From an optimization exercise on the open Yosys and OpenROAD flow, aimed at small area; shortcuts taken in it are not production practice.
Function was checked by simulation only, so behaviour that the tests miss may differ from the original.
Power is estimated from default activity; no workload was simulated.

[design.v]
package uart_reg_pkg;
    typedef struct packed {
        reg        TX_EN;  
        reg        TX_CLR_OVRN;  
        reg        RX_EN;  
        reg        RX_CLR_OVRN;  
        reg [7:0]  TX_DATA;  
        reg [15:0]  BAUDDIV;  
    } config_reg_t;
    typedef struct packed {
        reg        RX_VALID;  
        reg        RX_OVRN;  
        reg [4:0]  RX_LVL;  
        reg        RX_BUSY;  
        reg        TX_OVRN;  
        reg [4:0]  TX_LVL;  
        reg        TX_BUSY;  
        reg [7:0]  RX_DATA;  
    } status_reg_t;
endpackage
`timescale 1ns/1ps
module uart_top (
    input wire         clk_i,
    input wire         reset_i,
    input wire         rx_data_i,
    output wire        tx_data_o,
    input wire         psel_i,
    input wire         penable_i,
    input wire         pwrite_i,
    input wire  [4:0]  paddr_i,
    input wire  [31:0] pwdata_i,
    output reg  [31:0] prdata_o,
    output wire        pready_o,
    output wire        pslverr_o
);
    wire acc    = psel_i & penable_i;
    wire wr     = acc & pwrite_i;
    wire rd     = acc & ~pwrite_i;
    wire a_cfg  = (paddr_i == 5'h00);
    wire a_txd  = (paddr_i == 5'h08);
    wire a_rxd  = (paddr_i == 5'h0C);
    wire a_baud = (paddr_i == 5'h10);
    assign pready_o  = 1'b1;
    assign pslverr_o = psel_i & paddr_i[4] & (|paddr_i[3:0]);
    reg        tx_en, tx_clr, rx_en, rx_clr;
    reg [7:0]  tx_data_r;
    reg [15:0] baud_div;
    always @(posedge clk_i) begin
        if (reset_i) begin
            tx_en     <= 1'b0;
            tx_clr    <= 1'b0;
            rx_en     <= 1'b0;
            rx_clr    <= 1'b0;
            tx_data_r <= 8'h00;
            baud_div  <= 16'h0029;
        end else begin
            if (wr & a_cfg) begin
                tx_en  <= pwdata_i[0];
                tx_clr <= pwdata_i[1];
                rx_en  <= pwdata_i[2];
                rx_clr <= pwdata_i[3];
            end
            if (wr & a_txd)  tx_data_r <= pwdata_i[7:0];
            if (wr & a_baud) baud_div  <= pwdata_i[15:0];
        end
    end
    reg [15:0] bcnt;
    reg        tick;
    reg        bpend, bclr;
    wire       ben   = tx_en | rx_en;
    wire       bfire = (bcnt == 16'd1);
    always @(posedge clk_i) begin
        bpend <= ~reset_i & wr & a_baud & (pwdata_i[15:0] != baud_div);
        bclr  <= ~reset_i & bpend;
        tick  <= ~reset_i & ben & ~bclr & bfire;
        if (reset_i | ~ben | bclr | bfire) bcnt <= baud_div;
        else                               bcnt <= bcnt - 16'd1;
    end
    reg [7:0] txf [0:15];
    reg [4:0] tx_lvl;
    reg       tx_ovrn;
    wire      tx_full  = tx_lvl[4];
    wire      tx_wr    = wr & a_txd;
    wire      tx_push  = tx_wr & ~tx_full;
    wire      tx_pop;
    wire [7:0] tx_head;
    integer i;
    always @(posedge clk_i) begin
        if (tx_push) begin
            txf[0] <= pwdata_i[7:0];
            for (i = 1; i < 16; i = i + 1) txf[i] <= txf[i-1];
        end
    end
    wire [7:0] txm [0:15];
    genvar g;
    generate
        for (g = 0; g < 16; g = g + 1) begin : g_txm
            assign txm[g] = txf[(g + 15) % 16];
        end
    endgenerate
    assign tx_head = txm[tx_lvl[3:0]];
    always @(posedge clk_i) begin
        if (reset_i) begin
            tx_lvl  <= 5'd0;
            tx_ovrn <= 1'b0;
        end else begin
            if (tx_push & ~tx_pop)      tx_lvl <= tx_lvl + 5'd1;
            else if (~tx_push & tx_pop) tx_lvl <= tx_lvl - 5'd1;
            if (tx_wr & tx_full) tx_ovrn <= 1'b1;
            else if (tx_clr)     tx_ovrn <= 1'b0;
        end
    end
    localparam [3:0] T_IDLE = 4'd0, T_FETCH = 4'd1, T_STOP = 4'd12;
    reg [3:0] tst;
    reg [7:0] tbyte;
    reg [3:0] tcnt;
    reg       tbt;
    wire      tact = (tst != T_IDLE) & (tst != T_FETCH);
    assign    tx_pop = (tst == T_FETCH);
    always @(posedge clk_i) begin
        if (reset_i) begin
            tst <= T_IDLE;
        end else begin
            case (tst)
                T_IDLE:  if (tx_en & (tx_lvl != 5'd0)) tst <= T_FETCH;
                T_FETCH: tst <= 4'd2;
                default: if (tbt) tst <= (tst == T_STOP) ? T_IDLE : tst + 4'd1;
            endcase
        end
        if (tst == T_FETCH) tbyte <= tx_head;
        if (reset_i | ~tact) tcnt <= 4'd0;
        else if (tick)       tcnt <= tcnt + 4'd1;
        tbt <= ~reset_i & tact & tick & (tcnt == 4'd15);
    end
    wire tdata_ph = (tst >= 4'd4) & (tst <= 4'd11);
    wire [2:0] tbit = {tst[3], tst[1:0]};
    assign tx_data_o = (tst == 4'd3) ? 1'b0 : (tdata_ph ? tbyte[tbit] : 1'b1);
    wire tx_busy = (tst != T_IDLE);
    localparam [3:0] R_MON = 4'd0, R_PUSH = 4'd1, R_FS = 4'd2, R_SV = 4'd3, R_STOP = 4'd12;
    reg       s1, s2;
    reg [3:0] rst_q;
    reg [7:0] rbyte;
    reg [3:0] rcnt;
    reg       sp, sq, svalid;
    wire      rbusy = (rst_q != R_MON) & (rst_q != R_PUSH);
    wire      rmon  = (rst_q == R_MON) | (rst_q == R_PUSH) | (rst_q == R_FS);
    wire      rdata_ph = (rst_q >= 4'd4) & (rst_q <= 4'd11);
    always @(posedge clk_i) begin
        if (reset_i) begin
            s1 <= 1'b1;
            s2 <= 1'b1;
        end else begin
            s1 <= rx_data_i;
            s2 <= s1;
        end
    end
    always @(posedge clk_i) begin
        if (reset_i) begin
            rst_q <= R_MON;
        end else if (rmon) begin
            rst_q <= (~s2 & rx_en) ? R_SV : R_MON;
        end else if (svalid) begin
            if (rst_q == R_SV)        rst_q <= sp ? R_FS : 4'd4;
            else if (rst_q == R_STOP) rst_q <= sp ? R_PUSH : R_MON;
            else                      rst_q <= rst_q + 4'd1;
        end
        if (svalid & rdata_ph) rbyte <= {sp, rbyte[7:1]};
        if (reset_i | ~rbusy) rcnt <= 4'd0;
        else if (tick)        rcnt <= rcnt + 4'd1;
        if (tick & rbusy) begin
            if (rcnt == 4'd6) begin
                sp <= s2;
                sq <= s2;
            end else if (rcnt == 4'd7) begin
                sp <= sp & s2;
                sq <= sq | s2;
            end else if (rcnt == 4'd8) begin
                sp <= sp | (sq & s2);
            end
        end
        svalid <= ~reset_i & tick & rbusy & (rcnt == 4'd8);
    end
    reg [7:0] rxf [0:15];
    reg [4:0] rx_lvl;
    reg       rx_ovrn;
    wire      rx_full  = rx_lvl[4];
    wire      rx_wen   = (rst_q == R_PUSH);
    wire      rx_push  = rx_wen & ~rx_full;
    wire      rx_valid = (rx_lvl != 5'd0);
    wire      rx_pop   = rd & a_rxd & rx_valid;
    always @(posedge clk_i) begin
        if (rx_push) begin
            rxf[0] <= rbyte;
            for (i = 1; i < 16; i = i + 1) rxf[i] <= rxf[i-1];
        end
    end
    wire [7:0] rxm [0:15];
    generate
        for (g = 0; g < 16; g = g + 1) begin : g_rxm
            assign rxm[g] = rxf[(g + 15) % 16];
        end
    endgenerate
    wire [7:0] rx_head = rxm[rx_lvl[3:0]];
    always @(posedge clk_i) begin
        if (reset_i) begin
            rx_lvl  <= 5'd0;
            rx_ovrn <= 1'b0;
        end else begin
            if (rx_push & ~rx_pop)      rx_lvl <= rx_lvl + 5'd1;
            else if (~rx_push & rx_pop) rx_lvl <= rx_lvl - 5'd1;
            if (rx_wen & rx_full) rx_ovrn <= 1'b1;
            else if (rx_clr)      rx_ovrn <= 1'b0;
        end
    end
    always @(*) begin
        prdata_o = 32'h0;
        case (paddr_i)
            5'h00: prdata_o[3:0]  = {rx_clr, rx_en, tx_clr, tx_en};
            5'h04: prdata_o[14:0] = {tx_busy, tx_lvl, tx_ovrn, rbusy, rx_lvl, rx_ovrn, rx_valid};
            5'h08: prdata_o[7:0]  = tx_data_r;
            5'h0C: prdata_o[7:0]  = rx_head;
            5'h10: prdata_o[15:0] = baud_div;
            default: ;
        endcase
    end
endmodule
[run.sh]
#!/bin/bash
# synth_recipe.tcl (not shown) runs the flow's synth.tcl, then flattens the netlist and writes it again
# the make line also repeats each setting of config.mk as NAME=value (left out here)
make -C /OpenROAD-flow-scripts/flow DESIGN_CONFIG=/design/flow/config.mk WORK_HOME=/design/flow/orfs CLKGATE_MAP_FILE= SYNTH_SCRIPT=/design/flow/synth_recipe.tcl finish
[config.mk]
export PLATFORM = sky130hd
export DESIGN_NAME = uart_top
export DESIGN_NICKNAME = uart_top
export VERILOG_FILES = /design/flow/design.v
export SDC_FILE = /design/flow/constraint.sdc
export NUM_CORES = 4
export LEC_CHECK = 0
export ABC_AREA = 1
export CAP_MARGIN = 20
export CORE_MARGIN = 2
export CORE_UTILIZATION = 60
export CTS_BUF_LIST = sky130_fd_sc_hd__clkbuf_4
export CTS_CLUSTER_SIZE = 20
export SLEW_MARGIN = 20
[constraint.sdc]
create_clock -name core_clock -period 5.0 [get_ports {clk_i}]
set_input_delay 1.0000 -clock core_clock [delete_from_list [all_inputs] [get_ports {clk_i}]]
set_output_delay 1.0000 -clock core_clock [all_outputs]
set_load 0.01 [all_outputs]
==> metrics.yaml, run 1 <==
outcome: "complete, no violations"
synthArstFlopShare: 0
grt_usage: 0.2516
detail-route-antenna-nets: 0
syn_avg_cell_area_um2: 10.40
post-route-min-period_ns: 4.471
gp_congestion: 0.8473
via_per_inst: 5.400
finalClockSkew_ns: 0.05028
initial_core_util: 0.6134
numCtsBuffers: 90
clk_latency_ns: 0.71
multi_input_area_um2: 4603
ys_seq_area_frac: 0.6538
cp-end-kind: "output pin"
clkSlewWorstSetupHoldPaths_ns: 0.07
synthMuxAreaShare: 0
maxCapViolCount: 0
syn_area_um2: 15000
coreArea_um2: 24460
ys_types: 39
synth_seq_cells: 353
syn_inst: 1443
worst_slack_ns: 0.5290
fin_util: 0.6891
setup.worst_path.class: "register to output pin"
pre_cts_ws_ns: 0.6340
fillers: 1893
die_area_um2: 26290
ys.flop_type: "edfxtp_1"
post-route-period-util: 0.8942
htree_num_levels: 3
port_buffers: 44
synthTopCellsByCount: "nand2_1, edfxtp_1, nor2_1"
crit_fanout: 15
synth-simple-area-share: 0.2064
dr.pass1.iters: 5
ff_latch_area_um2: 9809
cts_resized: 0
dpl.hpwl_um: 21410
finalNetCount: 1624
cts_sinks: 353
cp-start-kind: "register"
vias: 10510
drt_iter0_markers: 872
die_h_um: 162.1
regToRegStartpoint: "rst_q[2]$_SDFFE_PP0P_"
holdCritPathClass: "register to register"
synth.top_cell.area_share: 0.5484
synth_warnings: 3
min_from: "bpend$_DFF_P_"
dieWidth_um: 162.1
antenna_found_initial: 1
worst_pin_slew_ns: 1.048
synth_top_family_by_area: "simple AND/OR/NAND/NOR gates"
synthAdderAreaFrac: 0.02352
slew_headroom: 0.3007
fp-row-count: 57
layout-drive-gt1-share: 0.1067
fmax_mhz: 223.7
rsz0062_at_grt: "no"
hold_slack_ns: 0.3950
p_leak_uw: 0.006349
finalPower_uw: 7404
yosysMostFrequentCell: "nand2_1"
drcViolationCount: 0
cp-startpoint: "rx_lvl[1]$_SDFFE_PP0P_"
cts_hold_buffers: 0
crit_arrival_ns: 3.47
hold_violations: 0
cts_root_buf: "clkbuf_4"
drt_wl_total_um: 32560
grt_pass1_wl_um: 51890
gr-total-overflow: 0
clk_path_buf_depth: 3
synth_compound_area_frac: 0.05045
grt_pass1_vias: 10150
fin_setup_tns_ns: 0
cts_tree: "built"
vdd_drop_max_mv: 0.5341
setup_viol: 0
synth_edf_count: 274
io_pins: 78
grt_max_degree: 129
synthTopCellsByArea: "edfxtp_1, dfxtp_1, nand2_1, nand3_1, nor2_1"
yosysTopAreaCell: "edfxtp_1"
cts_setup_buffers: 0
syn_to_final_growth_pct: 12.34
power_density_nw_per_um2: 439.3
synthXorXnorAreaFrac: 0.02101
cp.required_ns: 4.00
finalMaxSlewViolations: 0
wl_per_cell_um: 16.73
-- power breakdown --
group          internal, uW  switching (uW)  leakage, uW  total, uW
sequential             3590             178      0.00313       3770
clock                  1270            1150     0.000672       2420
combinational           331             887      0.00255       1220
total                  5190            2210      0.00635       7400
-- routing by layer --
layer | GRT usage | wire [um] | up-vias
li1 | - | - | 5186
met1 | 0.3488 | 14670 | 4939
met2 | 0.3979 | 15390 | 309
met3 | 0.04265 | 1521 | 74
met4 | 0.1070 | 971 | 0
met5 | 0 | 0 | -
-- area by class of cell --
cell class              count  share of cell area
diodes                      1           0.0001485
clock buffers             133             0.05923
clock inverters            26            0.008165
inverters                 100             0.02249
multi-input cells         956              0.2731
flip-flops and latches    353              0.5819
well taps                 324             0.02405
repair buffers             53             0.03088
-- registers in the layout, summed over array words and instances (netlist names), 4 cells and up --
| name | flops |
|---|---|
| tcnt | 4 |
| rx_lvl | 5 |
| rxf | 128 |
| tx_lvl | 5 |
| rbyte | 8 |
| tst | 4 |
| bcnt | 16 |
| tbyte | 8 |
| tx_data_r | 8 |
| rcnt | 4 |
| rst_q | 4 |
| baud_div | 16 |
| txf | 128 |
-- placed cells by master (no fill, tap or decap), types with 5 or more instances in the layout --
| cell type | synthesis | final |
|---|---|---|
| o21ai_1 | 7 | 7 |
| a21oi_1 | 55 | 55 |
| clkdlybuf4s50_1 | 0 | 44 |
| nand3_1 | 132 | 132 |
| xor2_1 | 17 | 17 |
| inv_2 | 3 | 5 |
| clkinv_1 | 2 | 23 |
| buf_4 | 22 | 8 |
| nor2_4 | 4 | 6 |
| nor3_1 | 14 | 14 |
| clkbuf_4 | 0 | 133 |
| nand2_1 | 386 | 386 |
| conb_1 | 2 | 17 |
| nor2_1 | 151 | 148 |
| ha_1 | 25 | 25 |
| nand4_1 | 25 | 25 |
| inv_1 | 95 | 93 |
| nor2_2 | 5 | 6 |
| xnor2_1 | 19 | 19 |
| edfxtp_1 | 274 | 274 |
| o22ai_1 | 14 | 14 |
| dfxtp_1 | 79 | 79 |
| o21ai_0 | 60 | 60 |
-- path summary, 6_finish.rpt --
check,slack (ns),depth (start not counted),endpoint
max,0.53,10,prdata_o[3]
min,0.39,2,bclr$_DFF_P_
max reg2reg,2.14,13,rx_lvl[3]$_SDFFE_PP0P_
min reg2reg,0.39,2,bclr$_DFF_P_
-- worst max-delay path: stages (launching register included) --
cell	delay, ns
dfxtp_1	0.54
inv_1	0.18
nor2_2	0.68
buf_4	0.26
nand3_1	0.08
nand2_1	0.11
nor2_1	0.05
nand2_1	0.08
o21ai_1	0.12
nand2_1	0.15
clkdlybuf4s50_1	0.56
-- through the flow --
stage / cell area, um^2 / cells
floorplan: 15080 / 1458
CTS: 16850 / 1945
global route: 16860 / 1946
global placement: 15720 / 1786
finish: 16860 / 1946
detailed placement: 15720 / 1786
-- cell families (layout without fill, tap and decap cells) --
logic type,count (synthesis),in the layout
and+or+nand+nor,732,732
xor gates and xnor gates,36,36
buffers and inverters,149,312
AOI/OAI and AO/OA,144,144
DFF,353,353
other,2,18
adders and majority gates,27,27
==> run 2: changes to the inputs <==
--- a/config.mk
+++ b/config.mk
@@ -9,6 +9,6 @@
 export CAP_MARGIN = 20
 export CORE_MARGIN = 2
 export CORE_UTILIZATION = 60
-export CTS_BUF_LIST = sky130_fd_sc_hd__clkbuf_4
-export CTS_CLUSTER_SIZE = 20
+export CTS_BUF_LIST = sky130_fd_sc_hd__clkbuf_8
+export CTS_CLUSTER_SIZE = 40
 export SLEW_MARGIN = 20
==> run 2 against run 1 <==
Cell count is 3.1% lower. Still clean on timing, DRC and antenna. Largest power group unchanged. Sequential share of layout area is 0.51 points higher. Clock skew is 0.015 ns lower. Critical path depth did not move. Register-to-register slack gained 0.04 ns. Largest cell class unchanged. Global-route usage down 0.35 points.
==> metrics.yaml, run 2 <==
worst_pin_slew_ns: 1.071  # +0.02331 ns
cpPeakStageDelay_ns: 0.70  # +0.02 ns
syn_inst: 1443  # unchanged
cp_top_family: "simple AND/OR/NAND/NOR gates"
layout-drive-gt1-share: 0.06530  # -0.04142
ys.flop_type: "edfxtp_1"
p_leak_uw: 0.006265  # -1.3%
grt_pass1_vias: 9791  # -3.5%
top_regs: "rxf x128, txf x128"
cts_resized: 0  # unchanged
drt_iter0_markers: 897  # +2.9%
cp.required_ns: 4.00  # about the same
htree_num_levels: 2  # -1
synth_warnings: 3  # unchanged
cp-end-kind: "output pin"
fp-row-count: 57  # unchanged
synthTopCellsByCount: "nand2_1, edfxtp_1, nor2_1"
fmax_mhz: 225.5  # +0.80%
fillers: 1872  # -1.1%
gr-total-overflow: 0  # unchanged
drt_wl_total_um: 32370  # -0.58%
clk_path_buf_depth: 3  # unchanged
cp.depth: 10  # unchanged
cts_sinks: 353  # unchanged
post-route-min-period_ns: 4.435  # -0.03567 ns
outcome: "complete, no violations"
crit_fanout: 15  # unchanged
io_pins: 78  # unchanged
postPlaceCellArea_um2: 15720  # unchanged
grt_pass1_wl_um: 51120  # -1.5%
seq_power_share: 0.524  # +0.015
post-route-period-util: 0.8871  # -0.007135
cts_root_buf: "clkbuf_8"
drcViolationCount: 0  # unchanged
fin_area_um2: 16710  # -0.86%
ys_seq_area_frac: 0.6538  # unchanged
wl_per_cell_um: 17.16  # +2.6%
yosysMostFrequentCell: "nand2_1"
setup.worst_path.class: "register to output pin"
finalClockSkew_ns: 0.03524  # -0.01503 ns
dpl.hpwl_um: 21410  # unchanged
clkPwrFrac: 0.306  # -0.021
slew_headroom: 0.2851  # -0.01556
vias: 10270  # -2.3%
crit_arrival_ns: 3.44  # -0.03 ns
syn_area_um2: 15000  # unchanged
p_int_uw: 5023  # -3.3%
grt_usage: 0.2481  # -0.003482
layout.cells.most_common_list: "nand2_1, edfxtp_1, nor2_1"
finalNetCount: 1588  # -2.2%
detail-route-antenna-nets: 0  # unchanged
synthArstFlopShare: 0  # unchanged
finalMaxSlewViolations: 0  # unchanged
hold_depth: 1  # -1
clk_latency_ns: 0.59  # -0.12 ns
maxCapViolCount: 0  # unchanged
synth_seq_cells: 353  # unchanged
synth_edf_count: 274  # unchanged
synth.top_cell.area_share: 0.5484  # unchanged
cts_tree: "built"
hold_violations: 0  # unchanged
clkSlewWorstSetupHoldPaths_ns: 0.06  # about the same
p_comb_frac: 0.170  # +0.005
power_density_nw_per_um2: 430.2  # -2.1%
via_per_inst: 5.446  # +0.85%
antenna_cells: 0  # -1
syn_avg_cell_area_um2: 10.40  # unchanged
syn_to_final_growth_pct: 11.37
cts_setup_buffers: 0  # unchanged
fin_setup_tns_ns: 0  # unchanged
layout_commonest_cell: "nand2_1"
gp_congestion: 0.8473  # unchanged
vdd_drop_max_mv: 0.5026  # -5.9%
port_buffers: 44  # unchanged
crit_chain: "inv_1 > nor2_2 > buf_4 > nand3_1 > nand2_1 > nor2_1 > nand2_1 > o21ai_1 > nand2_1 > clkdlybuf4s50_1"
die_h_um: 162.1  # unchanged
rr_worst_depth: 12  # -1
net-switching-power_uw: 2167  # -2.1%
p_sw_frac: 0.3014  # +0.002611
dr.pass1.iters: 5  # unchanged
crit_slowest_cell: "nor2_2"
die_area_um2: 26290  # unchanged
holdCritPathClass: "register to register"
numCtsBuffers: 54  # -40%
initial_core_util: 0.6134  # unchanged
cts_hold_buffers: 0  # unchanged
setup_viol: 0  # unchanged
antenna_found_initial: 0  # -1
path_common_cell: "nand2_1"
yosysTopAreaCell: "edfxtp_1"
rsz0062_at_grt: "no"
synthTopCellsByArea: "edfxtp_1, dfxtp_1, nand2_1, nand3_1, nor2_1"
critPathBufInv: 3  # unchanged
grt_max_degree: 129  # unchanged
coreArea_um2: 24460  # unchanged
cp-start-kind: "register"
ys_types: 39  # unchanged
dieWidth_um: 162.1  # unchanged
run 2: cell counts after synthesis:
Identical to the previous run, type by type.
run 2: power by group through the flow:
stage	Clock, uW	Sequential [uW]	Combinational [uW]
after floorplan	0	3770	889
after global placement	0	3810	1200
after detailed placement	0	3820	1220
after CTS	2250	3760	1220
after global routing	2370	3800	1370
final	2200	3770	1220
run 2: final cells by class:
type,count,area (um^2),area share
flip-flops and latches,353,9809,0.5870
well taps,324,405.4,0.02426
multi-input cells,956,4603,0.2755
inverters,100,379.1,0.02269
repair buffers,53,520.5,0.03115
clock buffers,60,825.8,0.04942
clock inverters,40,167.7,0.01003
run 2: final timing paths:
check / start / endpoint / slack (ns)
setup / recovery: rx_lvl[1]$_SDFFE_PP0P_ / prdata_o[3] / 0.56
hold / removal: s1$_SDFF_PP1_ / s2$_SDFF_PP1_ / 0.41
setup reg to reg: rx_lvl[0]$_SDFFE_PP0P_ / rx_lvl[3]$_SDFFE_PP0P_ / 2.18
hold reg to reg: s1$_SDFF_PP1_ / s2$_SDFF_PP1_ / 0.41
run 2: cell families after synthesis:
group,share of synthesized area
other,0.0005005
AND/OR/NAND/NOR,0.2064
XOR/XNOR,0.02101
AO/OA/AOI/OAI,0.05045
adder cells (fa/ha/maj),0.02352
buffers and inverters,0.04436
flip-flops,0.6538
run 2: stage by stage:
step	std cells	setup slack [ns]	util	power (uW)	hold WS, ns
floorplan	1458	-0.09631	-	4660	0.3883
global placement	1786	0.6587	0.6425	5015	0.3906
detailed placement	1786	0.6340	0.6425	5038	0.3946
CTS	1886	0.5322	0.6831	7230	0.4154
global route	1886	0.4112	0.6831	7542	0.4243
finish	1886	0.5646	0.6831	7190	0.4114
run 2: metal layers:
layer	wire length, um	global-route usage	vias up
li1	-	-	5059
met5	0	0	-
met4	1036	0.09694	0
met3	1638	0.03524	74
met2	15050	0.3923	295
met1	14650	0.3524	4843
==> run 3: changes to the inputs <==
==> config.mk (replaced) <==
export PLATFORM = sky130hd
export DESIGN_NAME = uart_top
export DESIGN_NICKNAME = uart_top
export VERILOG_FILES = /design/flow/design.v
export SDC_FILE = /design/flow/constraint.sdc
export NUM_CORES = 4
export LEC_CHECK = 0
export CAP_MARGIN = 20
export CORE_MARGIN = 2
export CORE_UTILIZATION = 40
export SLEW_MARGIN = 20
==> run 3 against run 2 <==
Via count is 5.7% lower. Register-to-register slack worse by 0.66 ns. Hold slack worse by 0.0046 ns. First-iteration DRC count is 1.1% lower. Critical endpoint is now prdata_o[5]. Largest cell class unchanged. Largest power group unchanged.
==> metrics.yaml, run 3 <==
post-route-min-period_ns: 4.613  # +0.1780 ns
gr-usage-met3: 0.03086  # -0.004382
synth_seq_cells: 353  # unchanged
fin_area_um2: 17390  # +4.0%
grt_pass1_wl_um: 55510  # +8.6%
grt_usage: 0.1823  # -0.06576
syn_area_um2: 15180  # +1.2%
cp-start-kind: "input port"
cts_setup_buffers: 0  # unchanged
synth.top_cell.area_share: 0.5419  # -0.006462
clkSlewWorstSetupHoldPaths_ns: 0.06  # about the same
gp_congestion: 0.8045  # -5.1%
cts_root_buf: "clkbuf_16"
cts_hold_buffers: 0  # unchanged
finalNetCount: 1298  # -18%
layout-drive-gt1-share: 0.1154  # +0.05005
fillers: 3441  # +84%
ys_seq_area_frac: 0.6461  # -0.007704
cts_tree: "built"
vdd_drop_max_mv: 0.2284  # -55%
post-route-period-util: 0.9227  # +0.03560
fin_util: 0.4638  # -0.2193
regToRegStartpoint: "rx_lvl[1]$_SDFFE_PP0P_"
cp-startpoint: "paddr_i[3]"
holdCritPathClass: "register to register"
rsz0062_at_grt: "no"
worst_pin_slew_ns: 1.072  # +0.001341 ns
crit_fanout: 12  # -3
htree_num_levels: 2  # unchanged
use_met2: 0.2782  # -0.1141
postPlaceCellArea_um2: 16160  # +2.8%
fin_setup_tns_ns: 0  # unchanged
gr-total-overflow: 0  # unchanged
syn_avg_cell_area_um2: 12.87  # +24%
setup.worst_path.class: "input port to output pin"
synthArstFlopShare: 0  # unchanged
synthTopCellsByCount: "edfxtp_1, nand2_1, dfxtp_1"
dieWidth_um: 198.8  # +23%
die_h_um: 198.8  # +23%
antenna_cells: 0  # unchanged
use_met1: 0.2659  # -0.08651
power_density_nw_per_um2: 417.7  # -2.9%
numCtsBuffers: 39  # -28%
fp-row-count: 71  # +25%
yosysTopAreaCell: "edfxtp_1"
drt_wl_total_um: 35850  # +11%
pre_cts_ws_ns: 0.4218  # -0.2121 ns
detail-route-antenna-nets: 0  # unchanged
layout_commonest_cell: "edfxtp_1"
syn_inst: 1180  # -18%
final_cell_count_no_fill: 1768  # -6.3%
cts_resized: 0  # unchanged
setup_viol: 0  # unchanged
antenna_found_initial: 0  # unchanged
outcome: "complete, no violations"
vias: 9685  # -5.7%
fmax_mhz: 216.8  # -3.9%
ys_types: 78  # +100%
maxCapViolCount: 0  # unchanged
layout.cells.most_common_list: "edfxtp_1, nand2_1, dfxtp_1"
cts_sinks: 353  # unchanged
finalMaxSlewViolations: 0  # unchanged
cp.required_ns: 4.00  # about the same
place_inst: 1698  # -4.9%
hold_violations: 0  # unchanged
clk_latency_ns: 0.54  # -0.05 ns
crit_arrival_ns: 3.61  # +0.17 ns
clk_path_buf_depth: 3  # unchanged
top_regs: "rxf x128, txf x128"
die_area_um2: 39530  # +50%
finalClockSkew_ns: 0.01569  # -0.01955 ns
synth_warnings: 3  # unchanged
initial_core_util: 0.4050  # -0.2084
synth_edf_count: 274  # unchanged
grt_max_degree: 79  # -39%
drt_iter0_markers: 887  # -1.1%
min_from: "s1$_SDFF_PP1_"
via_per_inst: 5.478  # +0.59%
cp-end-kind: "output pin"
syn_to_final_growth_pct: 14.51
drcViolationCount: 0  # unchanged
wl_per_cell_um: 20.27  # +18%
yosysMostFrequentCell: "edfxtp_1"
dpl.hpwl_um: 23470  # +9.6%
slew_headroom: 0.2840  # -0.001086
p_leak_uw: 0.005576  # -11%
io_pins: 78  # unchanged
ys.flop_type: "edfxtp_1"
port_buffers: 44  # unchanged
dr.pass1.iters: 5  # unchanged
synthTopCellsByArea: "edfxtp_1, dfxtp_1, nand2_1, mux2i_1, ha_1"
gr-max-usage-layer: "met2"
grt_pass1_vias: 9406  # -3.9%
worst_slack_ns: 0.3866  # -0.1780 ns
coreArea_um2: 37490  # +53%
run 3: cell types whose count changed after synthesis, sizes merged, moves of 20 or more:
cell	previous run	this run
inv	98	31
nor2b	0	20
nand3	133	31
nand2	389	101
a22oi	0	30
nor2	160	73
mux2i	0	35
run 3: routing by layer:
layer / wire length, um / up-vias / share of wire
li1: - / 4524 / -
met1: 16590 / 4797 / 0.46
met2: 16370 / 311 / 0.46
met3: 2038 / 53 / 0.057
met4: 848 / 0 / 0.024
met5: 0 / - / 0
run 3: per-stage QoR:
| step | power (uW) | hold slack (ns) |
|---|---|---|
| final | 7263 | 0.4069 |
| after global routing | 7533 | 0.4230 |
| after CTS | 7328 | 0.4097 |
| after detailed placement | 4502 | 0.3959 |
| after global placement | 4499 | 0.3984 |
| after floorplan | 4133 | 0.3895 |
run 3: layout make-up:
cell class / count / area, um^2 / area share
flip-flops and latches: 353 / 9811 / 0.5643
clock buffers: 47 / 1026 / 0.05901
multi-input cells: 731 / 4950 / 0.2847
well taps: 511 / 639.4 / 0.03677
repair buffers: 71 / 638.1 / 0.03670
inverters: 32 / 120.1 / 0.006908
clock inverters: 23 / 202.7 / 0.01166
run 3: cells by family after synthesis:
group / synth area share
buf+inv: 0.03510
mux: 0.04458
compound gates: 0.1220
other cells: 0.0004946
simple gates: 0.1037
xor+xnor: 0.02480
flops: 0.6461
fa+ha+maj: 0.02324
run 3: where the power goes:
part	switching, uW	internal (uW)
Clock	1190	1620
Combinational	740	445
Sequential	68.6	3200
run 3: worst paths after layout:
path / end / slack [ns] / cells after the start
max: prdata_o[5] / 0.39 / 9
min: s2$_SDFF_PP1_ / 0.41 / 1
max reg2reg: rx_lvl[4]$_SDFFE_PP0P_ / 1.52 / 11
min reg2reg: s2$_SDFF_PP1_ / 0.41 / 1
run 3: worst max-delay path: stages:
cell             delay (ns)
clkdlybuf4s50_1        0.69
nor4_1                 0.10
buf_4                  0.16
and2_1                 0.16
buf_4                  0.19
a22o_1                 0.25
a21oi_1                0.33
o21ai_0                0.21
clkdlybuf4s50_1        0.52
==> run 4: changes to the inputs <==
==> flow/run.sh (new file) <==
#!/bin/bash
set -euo pipefail
export BUFFER_PORTS_ARGS="-buffer_cell sky130_fd_sc_hd__buf_1"
export CTS_ARGS="-sink_clustering_enable -repair_clock_nets -dont_use_dummy_load -buf_list sky130_fd_sc_hd__clkbuf_16 -sink_clustering_size 30 -sink_clustering_max_diameter 60"
bash standard.sh > flow_make.log 2>&1
==> standard.sh (new file) <==
#!/bin/bash
# synth_recipe.tcl (not shown) runs the flow's synth.tcl, then flattens the netlist and writes it again
# the make line also repeats each setting of config.mk as NAME=value (left out here)
make -C /OpenROAD-flow-scripts/flow DESIGN_CONFIG=/design/flow/config.mk WORK_HOME=/design/flow/orfs CLKGATE_MAP_FILE= SYNTH_SCRIPT=/design/flow/synth_recipe.tcl "${@:-finish}"
--- a/config.mk
+++ b/config.mk
@@ -5,7 +5,8 @@
 export SDC_FILE = /design/flow/constraint.sdc
 export NUM_CORES = 4
 export LEC_CHECK = 0
+export ABC_AREA = 1
 export CAP_MARGIN = 20
 export CORE_MARGIN = 2
-export CORE_UTILIZATION = 40
+export CORE_UTILIZATION = 60
 export SLEW_MARGIN = 20
removed: run.sh
==> run 4 against run 3 <==
Maximum frequency up 15%. Sequential share of layout area up 4.4 points. Die area down 34%. Clock power down 32%. Cell count up 2.5%. First-iteration DRC count down 6.3%. Critical path type is now register to output pin. Largest cell class unchanged.
==> metrics.yaml, run 4 <==
outcome: "complete, no violations"
cp_top_family: "simple AND/OR/NAND/NOR gates"
syn_avg_cell_area_um2: 10.40  # -19%
dieWidth_um: 162.1  # -18%
cts_sinks: 353  # unchanged
port_buffers: 44  # unchanged
cp.depth: 10  # +1
crit_slowest_cell: "nor2_2"
seq_power_share: 0.550  # +0.100
postPlaceCellArea_um2: 15430  # -4.5%
syn_inst: 1443  # +22%
cts_resized: 0  # unchanged
cp-end-kind: "output pin"
post-route-period-util: 0.8043  # -0.1184
finalClockSkew_ns: 0.02698  # +0.01129 ns
vdd_drop_max_mv: 0.4145  # +82%
fin_area_um2: 16130  # -7.2%
synthArstFlopShare: 0  # unchanged
worst_pin_slew_ns: 1.040  # -0.03277 ns
rr_worst_depth: 12  # +1
antenna_found_initial: 0  # unchanged
cp-start-kind: "register"
grt_usage: 0.2415  # +0.05915
via_per_inst: 5.557  # +1.4%
synth_warnings: 3  # unchanged
clkPwrFrac: 0.278  # -0.109
setup.worst_path.class: "register to output pin"
synth_seq_cells: 353  # unchanged
finalNetCount: 1560  # +20%
post-route-min-period_ns: 4.021  # -0.5921 ns
detail-route-antenna-nets: 0  # unchanged
numCtsBuffers: 28  # -28%
crit_chain: "inv_1 > nor2_2 > buf_4 > nand3_1 > nand2_1 > nor2_1 > nand2_1 > o21ai_1 > nand2_1 > buf_1"
hold_depth: 2  # +1
cts_tree: "built"
drt_wl_total_um: 31540  # -12%
dpl.hpwl_um: 21150  # -9.9%
finalMaxSlewViolations: 0  # unchanged
ys.flop_type: "edfxtp_1"
ys_seq_area_frac: 0.6538  # +0.007704
cts_hold_buffers: 0  # unchanged
syn_area_um2: 15000  # -1.2%
initial_core_util: 0.6134  # +0.2084
p_int_uw: 4874  # -7.5%
finalPower_uw: 6837  # -5.9%
drt_iter0_markers: 831  # -6.3%
top_regs: "rxf x128, txf x128"
grt_max_degree: 129  # +63%
io_pins: 78  # unchanged
vias: 10070  # +4.0%
clkSlewWorstSetupHoldPaths_ns: 0.08  # +0.02 ns
ys_types: 39  # -50%
p_sw_frac: 0.2872  # +0.01238
fp-row-count: 57  # -20%
wl_per_cell_um: 17.41  # -14%
layout-drive-gt1-share: 0.04099  # -0.07436
cpPeakStageDelay_ns: 0.80  # +0.11 ns
p_leak_uw: 0.005900  # +5.8%
p_comb_frac: 0.172  # +0.009
synthTopCellsByCount: "nand2_1, edfxtp_1, nor2_1"
maxCapViolCount: 0  # unchanged
die_area_um2: 26290  # -34%
cp.required_ns: 4.00  # about the same
rsz0062_at_grt: "no"
net-switching-power_uw: 1963  # -1.6%
die_h_um: 162.1  # -18%
crit_fanout: 18  # +6
gr-total-overflow: 0  # unchanged
setup_viol: 0  # unchanged
synthTopCellsByArea: "edfxtp_1, dfxtp_1, nand2_1, nand3_1, nor2_1"
drcViolationCount: 0  # unchanged
slew_headroom: 0.3061  # +0.02208
grt_pass1_vias: 9402  # -0.043%
syn_to_final_growth_pct: 7.513
crit_arrival_ns: 3.02  # -0.59 ns
cts_root_buf: "clkbuf_16"
holdCritPathClass: "register to register"
clk_path_buf_depth: 3  # unchanged
cts_setup_buffers: 0  # unchanged
dr.pass1.iters: 5  # unchanged
synth_edf_count: 274  # unchanged
coreArea_um2: 24460  # -35%
grt_pass1_wl_um: 50010  # -9.9%
fmax_mhz: 248.7  # +15%
hold_violations: 0  # unchanged
path_common_cell: "nand2_1"
power_density_nw_per_um2: 423.8  # +1.5%
layout_commonest_cell: "nand2_1"
antenna_cells: 0  # unchanged
yosysMostFrequentCell: "nand2_1"
htree_num_levels: 1  # -1
layout.cells.most_common_list: "nand2_1, edfxtp_1, nor2_1"
yosysTopAreaCell: "edfxtp_1"
gp_congestion: 0.8409  # +4.5%
clk_latency_ns: 0.56  # +0.02 ns
synth.top_cell.area_share: 0.5484  # +0.006462
critPathBufInv: 3  # -1
==> run 4: layout make-up <==
class,instances,area (um^2)
flip-flops and latches,353,9809
fillers,1975,8330
multi-input cells,956,4603
clock buffers,28,700.7
well taps,324,405.4
inverters,100,379.1
repair buffers,51,234.0
==> run 4: kinds of logic after synthesis <==
group           synth area share
flops                     0.6538
other cells            0.0005005
fa+ha+maj                0.02352
compound gates           0.05045
buf+inv                  0.04436
xor+xnor                 0.02101
simple gates              0.2064
==> run 4: metrics by stage <==
step	util	hold slack, ns	setup WS [ns]	cells	setup TNS (ns)
detailed placement	0.6307	0.3965	1.357	1784	0
global route	0.6595	0.4130	0.8168	1812	0
CTS	0.6593	0.4091	0.9857	1812	0
floorplan	-	0.3883	-0.09631	1458	-0.1379
global placement	0.6307	0.3899	1.357	1784	0
finish	0.6595	0.4065	0.9787	1812	0
==> run 4: worst register-to-register path, stage by stage, from the launching register on <==
cell and delay (ns):
dfxtp_1 0.41, nor2_2 0.14, buf_4 0.33, nand2_2 0.38
o21ai_0 0.30, ha_1 0.21, inv_1 0.10, ha_1 0.34
a21oi_1 0.15, nand2_1 0.08, xor2_1 0.14, o21ai_0 0.14
inv_1 0.05
==> run 4: power by group through the flow <==
stage	clock, uW	combinational [uW]	sequential [uW]
2_1_floorplan	0	889	3770
3_3_place_gp	0	1170	3810
3_5_place_dp	0	1180	3820
4_1_cts	1950	1180	3760
5_1_grt	2040	1350	3800
6_report	1900	1170	3760
==> run 4: metal layers <==
layer  part of all wire  track usage  routed length, um  vias up
met3              0.046      0.02528               1451       62
met1               0.44       0.3350              14010     4796
met4              0.035      0.08286               1110        0
li1                   -            -                  -     4951
met2               0.47       0.4029              14970      260
met5                  0            0                  0        -
==> run 4: path summary, 6_finish.rpt <==
| path | startpoint | end | slack (ns) |
|---|---|---|---|
| hold / removal | bpend$_DFF_P_ | bclr$_DFF_P_ | 0.41 |
| hold reg to reg | bpend$_DFF_P_ | bclr$_DFF_P_ | 0.41 |
| setup / recovery | rx_lvl[1]$_SDFFE_PP0P_ | prdata_o[4] | 0.98 |
| setup reg to reg | rx_lvl[0]$_SDFFE_PP0P_ | rx_lvl[3]$_SDFFE_PP0P_ | 2.12 |
==> run 5: changes to the inputs <==
==> flow/run.sh (replaced) <==
#!/bin/bash
set -euo pipefail
export BUFFER_PORTS_ARGS="-buffer_cell sky130_fd_sc_hd__buf_1"
export CTS_ARGS="-sink_clustering_enable -repair_clock_nets -dont_use_dummy_load -buf_list sky130_fd_sc_hd__clkbuf_8 -sink_clustering_size 16 -sink_clustering_max_diameter 50"
bash standard.sh > flow_make.log 2>&1
==> run 5 against run 4 <==
Clock skew increased by 0.020 ns. Still clean on timing, DRC and antenna. Sequential power barely moved. Largest cell class unchanged. Synthesized cell count is the same. Critical path type unchanged. Sequential share of layout area rose by 0.73 points. Setup slack improved by 0.042 ns. Non-clock buffer count is the same. Maximum frequency increased by 1.1%. Utilization is 0.78 points lower. Via count rose by 0.79%.
==> metrics.yaml, run 5 <==
cp-end-kind: "output pin"
coreArea_um2: 24460  # unchanged
vdd_drop_max_mv: 0.5237  # +26%
finalMaxSlewViolations: 0  # unchanged
fin_util: 0.6516  # -0.007826
cts_root_buf: "clkbuf_8"
worst_pin_slew_ns: 1.021  # -0.01833 ns
syn_inst: 1443  # unchanged
antenna_found_initial: 0  # unchanged
regToRegSetupSlack_ns: 2.13  # about the same
cts_resized: 0  # unchanged
numCtsBuffers: 37  # +32%
port_buffers: 44  # unchanged
rsz0062_at_grt: "no"
min_from: "rbyte[0]$_DFFE_PP_"
layout.cells.most_common_list: "nand2_1, edfxtp_1, nor2_1"
slew_headroom: 0.3184  # +0.01223
regToRegStartpoint: "rx_lvl[0]$_SDFFE_PP0P_"
post-route-period-util: 0.7958  # -0.008419
ys.flop_type: "edfxtp_1"
crit_fanout: 18  # unchanged
gp_congestion: 0.8409  # unchanged
io_pins: 78  # unchanged
dr.pass1.iters: 6  # +1
fin_setup_tns_ns: 0  # unchanged
yosysMostFrequentCell: "nand2_1"
wl_per_cell_um: 17.26  # -0.83%
synthTopCellsByCount: "nand2_1, edfxtp_1, nor2_1"
grt_max_degree: 129  # unchanged
post-route-min-period_ns: 3.979  # -0.04210 ns
ys_types: 39  # unchanged
drt_wl_total_um: 31440  # -0.34%
layout-drive-gt1-share: 0.04676  # +0.005766
grt_usage: 0.2423  # +0.0008012
via_per_inst: 5.573  # +0.30%
fmax_mhz: 251.3  # +1.1%
clk_path_buf_depth: 3  # unchanged
crit_arrival_ns: 2.98  # -0.04 ns
synth.top_cell.area_share: 0.5484  # unchanged
cts_sinks: 353  # unchanged
top_regs: "rxf x128, txf x128"
synth_warnings: 3  # unchanged
worst_slack_ns: 1.021  # +0.04210 ns
outcome: "complete, no violations"
hold_depth: 0  # -2
p_leak_uw: 0.005821  # -1.3%
clk_latency_ns: 0.56  # about the same
htree_num_levels: 2  # +1
initial_core_util: 0.6134  # unchanged
yosysTopAreaCell: "edfxtp_1"
vias: 10150  # +0.79%
die_h_um: 162.1  # unchanged
syn_avg_cell_area_um2: 10.40  # unchanged
die_area_um2: 26290  # unchanged
cp.required_ns: 4.00  # about the same
holdCritPathClass: "register to register"
synthTopCellsByArea: "edfxtp_1, dfxtp_1, nand2_1, nand3_1, nor2_1"
cts_setup_buffers: 0  # unchanged
clkSlewWorstSetupHoldPaths_ns: 0.09  # about the same
detail-route-antenna-nets: 0  # unchanged
synth_edf_count: 274  # unchanged
pre_cts_ws_ns: 1.357  # unchanged
dpl.hpwl_um: 21150  # unchanged
antenna_cells: 0  # unchanged
cts_tree: "built"
hold_violations: 0  # unchanged
drt_iter0_markers: 831  # unchanged
gr-total-overflow: 0  # unchanged
drcViolationCount: 0  # unchanged
rr_worst_depth: 12  # unchanged
power_density_nw_per_um2: 407.3  # -3.9%
r2r_end: "rx_lvl[3]$_SDFFE_PP0P_"
grt_pass1_vias: 9454  # +0.55%
setup.worst_path.class: "register to output pin"
ys_seq_area_frac: 0.6538  # unchanged
setup_viol: 0  # unchanged
syn_to_final_growth_pct: 6.238
whs_endpoint: "rxf[0][0]$_DFFE_PP_"
cp-start-kind: "register"
synth_seq_cells: 353  # unchanged
fp-row-count: 57  # unchanged
syn_area_um2: 15000  # unchanged
layout_commonest_cell: "nand2_1"
maxCapViolCount: 0  # unchanged
synthArstFlopShare: 0  # unchanged
finalClockSkew_ns: 0.04702  # +0.02004 ns
finalNetCount: 1569  # +0.58%
cts_hold_buffers: 0  # unchanged
dieWidth_um: 162.1  # unchanged
grt_pass1_wl_um: 49920  # -0.18%
[run 5: cell count changes in the layout (fill, tap and decap cells not counted), sizes merged]
| cell | before | now |
|---|---|---|
| clkbuf | 28 | 37 |
[run 5: how the worst max path moves through the flow]
stage,to,start,depth (start not counted),slack [ns]
after CTS,prdata_o[4],rx_lvl[1]$_SDFFE_PP0P_,10,1.0
after global routing,prdata_o[4],rx_lvl[1]$_SDFFE_PP0P_,10,0.83
after detailed placement,prdata_o[3],paddr_i[1],9,1.36
after global placement,prdata_o[7],paddr_i[1],7,1.36
final,prdata_o[4],rx_lvl[1]$_SDFFE_PP0P_,10,1.02
after floorplan,tx_lvl[3]$_SDFFE_PP0P_,paddr_i[1],14,-0.1
[run 5: metal layers]
layer / vias up / wire, um / GRT usage
met3: 66 / 1686 / 0.03218
met5: - / 0 / 0
met4: 0 / 1097 / 0.08850
li1: 4965 / - / -
met1: 4837 / 13680 / 0.3336
met2: 281 / 14970 / 0.3992
[run 5: power breakdown]
part           leakage (uW)  internal [uW]  switching [uW]
clock              0.000266            661             901
combinational       0.00243            306             866
sequential          0.00313           3590             174
total               0.00582           4550            1940
[run 5: logic make-up (layout without fill, tap and decap cells)]
family                   count (synthesis)  in the layout  share of synthesized area
AND/OR/NAND/NOR                        732            732                     0.2064
flip-flops                             353            353                     0.6538
buffers and inverters                  149            188                    0.04436
AO/OA/AOI/OAI                          144            144                    0.05045
XOR/XNOR                                36             36                    0.02101
adder cells (fa/ha/maj)                 27             27                    0.02352
other                                    2             17                  0.0005005
[run 5: cell type report]
cell class	instances	area, um^2
clock buffers	37	509.2
fillers	2012	8522
inverters	100	379.1
multi-input cells	956	4603
flip-flops and latches	353	9809
well taps	324	405.4
repair buffers	51	234.0
[run 5: critical path, cell delays in order, from the launching register on]
cell and delay [ns]:
dfxtp_1 0.54, inv_1 0.16, nor2_2 0.78, buf_4 0.27
nand3_1 0.07, nand2_1 0.13, nor2_1 0.05, nand2_1 0.05
o21ai_1 0.11, nand2_1 0.11, buf_1 0.16
[run 5: through the flow]
stage	hold WS (ns)	total power (uW)	instances	area [um^2]
4_1_cts	0.3951	6547	1821	15940
5_1_grt	0.4044	6837	1821	15940
6_report	0.3949	6493	1821	15940
3_3_place_gp	0.3899	4984	1784	15430
2_1_floorplan	0.3883	4660	1458	15080
3_5_place_dp	0.3965	4997	1784	15430

## port drivers added, routing unchanged
The results above use ideal ports. As a check the final layouts listed here were re-extracted and re-timed, cells and wires unchanged.
Step 1, drivers: a clkbuf_16 drives clk_i and a buf_2 each remaining input, both assumed.
Step 2 moves the port delays by t, midway between the first and last clock arrival at a register: inputs arrive t later, outputs are due t later. That takes back most of the time a late clock gives input paths.
Three values: ideal ports, drivers, drivers and shift; two values: the first two.
| run | t, ns | setup slack, ns | worst register clock-pin slew, ns |
|---|---|---|---|
| run 1 | 0.725 | 0.529 / 0.484 / 0.606 | 0.08 / 0.08 |
| run 2 | 0.617 | 0.565 / 0.522 / 0.583 | 0.07 / 0.07 |
| run 3 | 0.583 | 0.387 / 0.346 / 0.361 | 0.06 / 0.06 |
| run 4 | 0.589 | 0.979 / 0.930 / 1.294 | 0.08 / 0.08 |
| run 5 | 0.579 | 1.021 / 0.974 / 1.328 | 0.10 / 0.10 |
After both steps setup and hold are still met in every run listed. For run 3, which loses most, drivers alone change the setup slack by -0.041 ns; drivers and shift together by -0.026 ns.
